Context: an optimization exercise on an open-source flow, tuned for small area and a short achievable clock period. The choices shown serve that exercise and are no tape-out recipe.
RTL that was checked went through simulation tests only; none was proved equivalent to the original.
No activity file was given, so power comes from the tool's default toggle rates.

==> tundra <==
## movavg
module movavg(
    input logic clk,
    input logic reset,
    input logic [63:0] din,
    output logic [63:0] dout
);
clock: 7.5 ns
lec_check: 0
cap_margin: 20
core_margin: 2
core_utilization: 65
cts_buf_list: sky130_fd_sc_hd__clkbuf_4 sky130_fd_sc_hd__clkbuf_8
place_density: 0.75
setup_slack_margin: 1.5
slew_margin: 20
standard.sh (not shown) runs the stock make flow with config.mk's settings and CLKGATE_MAP_FILE= SYNTH_SCRIPT=/design/flow/synth_recipe.tcl, a recipe that flattens the netlist after the stock synthesis.
==> flow/flow/run.sh <==
#!/bin/bash
set -euo pipefail
export BUFFER_PORTS_ARGS="-buffer_cell sky130_fd_sc_hd__buf_2"
bash standard.sh > standard_make.log 2>&1
==> sierra (differences from tundra) <==
==> flow/flow/run.sh (replaced) <==
#!/bin/bash
set -euo pipefail
export BUFFER_PORTS_ARGS="-buffer_cell sky130_fd_sc_hd__buf_2"
export SYNTH_ARGS="-noabc"
bash standard.sh > standard_make.log 2>&1
==> qor summary <==
Clock buffer count in the final layout: tundra 20; sierra 19
IR Drop Worst-Case VDD: tundra 0.169 mV; sierra 0.158 mV
Post-Synthesis Mean Instance Area: tundra 9.61 µm²; sierra 10.1 µm²
Pin count of the biggest net entering global routing: tundra 88; sierra 85
Delay of the slowest critical-path stage: tundra 0.36 ns; sierra 0.47 ns
Initial antenna violation count: tundra 2; sierra 1
Proportion of total power due to net switching: tundra 34.4%; sierra 36.2%
Result of the run: tundra no timing/DRC/antenna violations; sierra no timing/DRC/antenna violations
Share of cells above drive strength 1: tundra 14.9%; sierra 16.5%
Reg-to-reg critical path endpoint: tundra r[61]; sierra r[63]
Layout inverter count without the clock tree: tundra 102; sierra 24
Simple logic cell fraction of the synthesized area: tundra 14.9%; sierra 15.9%
Fraction of the cycle the final worst path needs: tundra 77.3%; sierra 78.6%
Routed wire length: tundra 21400 µm; sierra 21900 µm
CP Data Arrival Time: tundra 4.29 ns; sierra 4.39 ns
Routed metal-1 wire length: tundra 10300 µm; sierra 10800 µm
Post-route cell area: tundra 0.0129 mm²; sierra 0.0128 mm²
Multi-input gates: tundra 859; sierra 871
Mux share of post-synthesis cell area: tundra 0.0945%; sierra 0%
Buffer count excluding the clock tree in the final layout: tundra 135; sierra 138
Switching power of the nets: tundra 1.10 mW; sierra 1.15 mW

========
==> build 42: inputs <==
movavg, a different RTL version from the one above (not shown whole).
==> flow/config.mk <==
export PLATFORM = sky130hd
export DESIGN_NAME = movavg
export DESIGN_NICKNAME = movavg
export VERILOG_FILES = /design/flow/design.v
export SDC_FILE = /design/flow/constraint.sdc
export NUM_CORES = 4
export LEC_CHECK = 0
export CAP_MARGIN = 20
export CORE_MARGIN = 2
export CORE_UTILIZATION = 55
export CTS_BUF_LIST = sky130_fd_sc_hd__clkbuf_4 sky130_fd_sc_hd__clkbuf_8
export PLACE_DENSITY = 0.68
export SETUP_SLACK_MARGIN = 2.2
export SLEW_MARGIN = 20
==> flow/constraint.sdc <==
create_clock -name core_clock -period 7.5 [get_ports {clk}]
set_input_delay 1.5000 -clock core_clock [delete_from_list [all_inputs] [get_ports {clk}]]
set_output_delay 1.5000 -clock core_clock [all_outputs]
set_load 0.01 [all_outputs]
==> flow/flow/run.sh <==
#!/bin/bash
set -euo pipefail
export BUFFER_PORTS_ARGS="-buffer_cell sky130_fd_sc_hd__buf_2"
python3 flow/mknet.py hs4 > netlist.v 2> mknet.log
bash standard.sh VERILOG_FILES="$PWD/netlist.v" ADDER_MAP_FILE= finish > standard_make.log 2>&1
Other scripts of this flow, unchanged in this note and not shown: flow/flow/mknet.py
==> trial 34 (differences from build 42) <==
- SETUP_SLACK_MARGIN: 2.2 -> 2.0
==> notes <==
- Trial 34 ran to the end with no violations. Build 42 finished clean.
- In trial 34 the worst hold slack is lower than in build 42, by 0.0036 ns.
- Synthesized cell count is the same in build 42 and trial 34.
- Between trial 34 and build 42, the lower clock power is in build 42 (gap about 1%, measured against build 42).
- Final cell count: trial 34 is lower than build 42 (2.0%).
- In register-to-register slack, build 42 and trial 34 hardly differ.
- Between build 42 and trial 34, the lower combinational power is in trial 34 (gap about 20%, measured against trial 34).
- Between trial 34 and build 42, the lower maximum frequency is in trial 34 (gap about 0.4%, measured against build 42).
- In die area, build 42 and trial 34 do not differ.
- In build 42 the wire length is larger than in trial 34, by about 11%.
==> figures <==
Result of the run: build 42 no timing/DRC/antenna violations; trial 34 no timing/DRC/antenna violations
Aggregate global-route resource usage: build 42 19.3%; trial 34 18.5%
Comb. pwr: build 42 1.34 mW; trial 34 1.16 mW
Data arrival time of the worst path: build 42 3.74 ns; trial 34 3.76 ns
Measured slew at the worst slew-check pin: build 42 0.874 ns; trial 34 0.943 ns
Clock buffer instance count of the final layout: build 42 21; trial 34 18
Clock skew: build 42 0.0117 ns; trial 34 0.0138 ns
Destination of the worst hold path: build 42 t3[14]; trial 34 t3[0]
Global-route wire length before repair: build 42 31.8 mm; trial 34 30.5 mm
Clock net power: build 42 0.691 mW; trial 34 0.698 mW
Startpoint of the tightest hold check path: build 42 t2[14]; trial 34 t2[0]
DP Worst Slack: build 42 1.37 ns; trial 34 1.70 ns
Post-route setup slack: build 42 2.26 ns; trial 34 2.24 ns
Pin count of the biggest net entering global routing: build 42 104; trial 34 98
Final net count: build 42 1468; trial 34 1436
NetSw: build 42 1.11 mW; trial 34 1.06 mW
Relative slew margins: build 42 41.7%; trial 34 37.1%
Vias post-DR: build 42 7487; trial 34 7200
Via count of the first global-routing pass: build 42 7066; trial 34 6887

========
==> wip/delta <==
Another version of the RTL of movavg (not shown whole).
==> flow/design.v (excerpt) <==
module movavg(
    input logic clk,
    input logic reset,
    input logic [63:0] din,
    output logic [63:0] dout
);
export LEC_CHECK = 0
export CAP_MARGIN = 20
export CORE_MARGIN = 2
export CORE_UTILIZATION = 65
export CTS_BUF_LIST = sky130_fd_sc_hd__clkbuf_4 sky130_fd_sc_hd__clkbuf_8
export PLACE_DENSITY = 0.75
export SETUP_SLACK_MARGIN = 1.5
export SLEW_MARGIN = 20
create_clock -name core_clock -period 7.5 [get_ports {clk}]
==> flow/flow/run.sh <==
#!/bin/bash
set -euo pipefail
export BUFFER_PORTS_ARGS="-buffer_cell sky130_fd_sc_hd__buf_2"
bash standard.sh > standard_make.log 2>&1
==> wip/raven (differences from wip/delta) <==
--- a/flow/design.v
+++ b/flow/design.v
@@ -3,11 +3,11 @@
     input logic reset,
     input logic [63:0] din,
     output logic [63:0] dout
 );
    logic [63:0] t1, t2, t3;
-   logic [63:0] s1, c1, x1, s2, c2;
+   logic [63:0] s1, c1, x1, y1, s2, c2;
    logic ao_w1;
    logic ao_w2;
    logic ao_w3;
    logic ao_w4;
    logic ao_w5;
==> flow/flow/run.sh (replaced) <==
#!/bin/bash
set -euo pipefail
export BUFFER_PORTS_ARGS="-buffer_cell sky130_fd_sc_hd__buf_2"
python3 flow/mknet.py sk > netlist.v 2> mknet.log
bash standard.sh VERILOG_FILES="$PWD/netlist.v" ADDER_MAP_FILE= finish > standard_make.log 2>&1
==> flow/flow/mknet.py (new file) <==
#!/usr/bin/env python3
"""Writes the movavg design as a netlist: the registers, their clears and the carry-save
rows as sky130 cells, the carry-propagate adder as plain logic for synthesis to map.

    dout = din + t1 + t2 + t3, with t1, t2, t3 the last three samples.
    (s1, c1) = full adders on t1, t2, t3          (register outputs only)
    x1 = s1 ^ c1, y1 = s1 & c1                     (half adders, still off the din path)
    s2 = din ^ x1, c2 = y1 | (din & x1)            (adds din to the carry-save pair)
    g = s2 & c2, p = s2 ^ c2, then a prefix adder.
usage: mknet.py PREFIX_KIND > netlist.v     (PREFIX_KIND: sk, sp4, sp8, ks, bk)"""
import sys

N = 64
P = "sky130_fd_sc_hd__"
kind = sys.argv[1] if len(sys.argv) > 1 else "sp8"
out = []
wires = []
assigns = []
ncell = [0]


def cell(typ, **pins):
    ncell[0] += 1
    conn = ", ".join(f".{k}({v})" for k, v in pins.items())
    out.append(f"  {P}{typ} hm_{ncell[0]} ({conn});")


def wire(name):
    wires.append(name)
    return name


# registers and their synchronous clears
for i in range(N):
    for r, src in (("t1", f"din[{i}]"), ("t2", f"t1[{i}]"), ("t3", f"t2[{i}]")):
        d = wire(f"d_{r}_{i}")
        cell("nor2b_1", A="reset", B_N=src, Y=d)
        out.append(f"  {P}dfxtp_1 \\{r}[{i}]$_SDFF_PP0_  (.CLK(clk), .D({d}), .Q({r}[{i}]));")

# carry-save rows and generate/propagate
g = ["1'b0"] * N
p = [None] * N
for i in range(N):
    s1 = wire(f"s1_{i}")
    if i < N - 1:
        k1 = wire(f"k1_{i}")
        cell("fa_1", A=f"t1[{i}]", B=f"t2[{i}]", CIN=f"t3[{i}]", SUM=s1, COUT=k1)
    else:
        k1 = wire(f"k1_{i}")
        cell("fa_1", A=f"t1[{i}]", B=f"t2[{i}]", CIN=f"t3[{i}]", SUM=s1, COUT=k1)
    if i == 0:
        x1, y1 = s1, None
    else:
        x1, y1 = wire(f"x1_{i}"), wire(f"y1_{i}")
        cell("ha_1", A=s1, B=f"k1_{i-1}", SUM=x1, COUT=y1)
    s2n = wire(f"s2n_{i}")
    cell("xnor2_1", A=f"din[{i}]", B=x1, Y=s2n)
    if i < N - 1:
        c2n = wire(f"c2n_{i+1}")
        if y1 is None:
            cell("nand2_1", A=f"din[{i}]", B=x1, Y=c2n)
        else:
            cell("a21oi_1", A1=f"din[{i}]", A2=x1, B1=y1, Y=c2n)
    if i == 0:
        p[0] = wire("p_0")
        cell("inv_1", A=s2n, Y=p[0])
    else:
        g[i], p[i] = wire(f"g_{i}"), wire(f"p_{i}")
        cell("nor2_1", A=s2n, B=f"c2n_{i}", Y=g[i])
        cell("xor2_1", A=s2n, B=f"c2n_{i}", X=p[i])

# prefix network (plain logic)
nw = [0]


def w(expr):
    nw[0] += 1
    nm = wire(f"pf_{nw[0]}")
    assigns.append(f"  assign {nm} = {expr};")
    return nm


def comb(Gh, Ph, Gl, Pl, needp=True):
    G = w(f"{Gh} | ({Ph} & {Gl})")
    Pn = w(f"{Ph} & {Pl}") if needp else None
    return G, Pn


G, Pp = list(g), list(p)
if kind in ("sk", "ks", "bk"):
    if kind == "ks":
        d = 1
        while d < N:
            nG, nP = list(G), list(Pp)
            for i in range(d, N):
                nG[i], nP[i] = comb(G[i], Pp[i], G[i - d], Pp[i - d])
            G, Pp = nG, nP
            d *= 2
    elif kind == "sk":
        d = 1
        while d < N:
            nG, nP = list(G), list(Pp)
            for i in range(N):
                if (i // d) % 2 == 1:
                    j = (i // d) * d - 1
                    nG[i], nP[i] = comb(G[i], Pp[i], G[j], Pp[j])
            G, Pp = nG, nP
            d *= 2
    else:
        d = 1
        while d < N:
            for i in range(2 * d - 1, N, 2 * d):
                G[i], Pp[i] = comb(G[i], Pp[i], G[i - d], Pp[i - d])
            d *= 2
        d = N // 4
        while d >= 1:
            for i in range(3 * d - 1, N, 2 * d):
                G[i], _ = comb(G[i], Pp[i], G[i - d], Pp[i - d], False)
            d //= 2
else:
    k = int(kind[2:])
    ng = N // k
    LG, LP = list(g), list(p)
    for gi in range(ng):
        base = gi * k
        d = 1
        while d < k:
            nLG, nLP = list(LG), list(LP)
            for i in range(base, base + k):
                if ((i - base) // d) % 2 == 1:
                    j = base + ((i - base) // d) * d - 1
                    nLG[i], nLP[i] = comb(LG[i], LP[i], LG[j], LP[j])
            LG, LP = nLG, nLP
            d *= 2
    GG = [LG[gi * k + k - 1] for gi in range(ng)]
    GP = [LP[gi * k + k - 1] for gi in range(ng)]
    d = 1
    while d < ng:
        nG, nP = list(GG), list(GP)
        for i in range(ng):
            if (i // d) % 2 == 1:
                j = (i // d) * d - 1
                nG[i], nP[i] = comb(GG[i], GP[i], GG[j], GP[j])
        GG, GP = nG, nP
        d *= 2
    for i in range(N):
        gi = i // k
        G[i] = LG[i] if gi == 0 else w(f"{LG[i]} | ({LP[i]} & {GG[gi - 1]})")

for i in range(N):
    if i == 0:
        assigns.append(f"  assign dout[0] = {p[0]};")
    else:
        assigns.append(f"  assign dout[{i}] = {p[i]} ^ {G[i - 1]};")

print("// Generated by mknet.py " + kind)
print("module movavg(clk, reset, din, dout);")
print("  input clk;\n  input reset;\n  input [63:0] din;\n  output [63:0] dout;")
print("  wire [63:0] t1, t2, t3;")
for x in wires:
    print(f"  wire {x};")
print("\n".join(out))
print("\n".join(assigns))
print("endmodule")
- SETUP_SLACK_MARGIN: 1.5 -> unset
==> qor summary <==
quantity                                                             wip/raven                  wip/delta
Run status                                    no timing/DRC/antenna violations  no timing/DRC/antenna violations
Number of placement rows                                                    46                         48
Width of the chip                                                       132 um                     135 um
Die height                                                              132 um                     135 um
Signal buf overhead                                                     0.0551                     0.0598
Routed metal-1 wirelength                                              8.49 mm                    8.72 mm
Largest net degree at the start of global routing                          100                        114
Via total after detailed routing                                          7366                       7103
Combinational cell power                                               1070 uW                    1160 uW
Initial Util                                                             0.666                      0.656
Endpoint of the most critical register-to-register path                 t2[17]                     t2[46]
GR met2 Demand/Resource                                                  0.384                      0.371
Postcts setup bufs                                                           0                          5
Top power group                                               sequential cells        combinational cells
Share of the synthesized area in the top cell type                       0.362                      0.342
Master of the slowest instance on the critical path      sky130_fd_sc_hd__fa_1  sky130_fd_sc_hd__a221oi_4
No functional check of the RTL was part of wip/delta.

[port drivers added, routing unchanged]
The results above use ideal ports. As a check the final layouts listed here were re-extracted and re-timed, cells and wires unchanged.
Step 1 (the two cells are an assumption about what drives the block):
set clk [get_ports {clk}]
set_driving_cell -lib_cell sky130_fd_sc_hd__clkbuf_16 $clk
set_driving_cell -lib_cell sky130_fd_sc_hd__buf_2 [delete_from_list [all_inputs] $clk]
Step 2 adds t to the input delays and takes it off the output delays; t is the mean of the earliest and latest rising clock arrival at the registers after step 1. Input paths then give back, and output paths get back, about the clock's delay inside the block.
Slacks: no drivers / after step 1 / after step 2; pairs: no drivers / after step 1.
run | t (ns) | setup slack, ns | worst slew at a driven data input, ns
tundra | 0.508 | 1.706 / 1.681 / 1.681 | 0.07
sierra | 0.502 | 1.606 / 1.587 / 1.587 | 0.06
build 42 | 0.495 | 2.264 / 2.224 / 2.247 | 0.08
trial 34 | 0.496 | 2.243 / 2.204 / 2.219 | 0.06
wip/delta | 0.500 | 1.436 / 1.398 / 1.398 | 0.05
wip/raven | 0.508 | 1.515 / 1.476 / 1.503 | 0.06
After both steps every run listed still meets setup and hold. The setup slack of wip/delta, which loses most, moves by -0.038 ns with the drivers and by -0.038 ns with both steps.
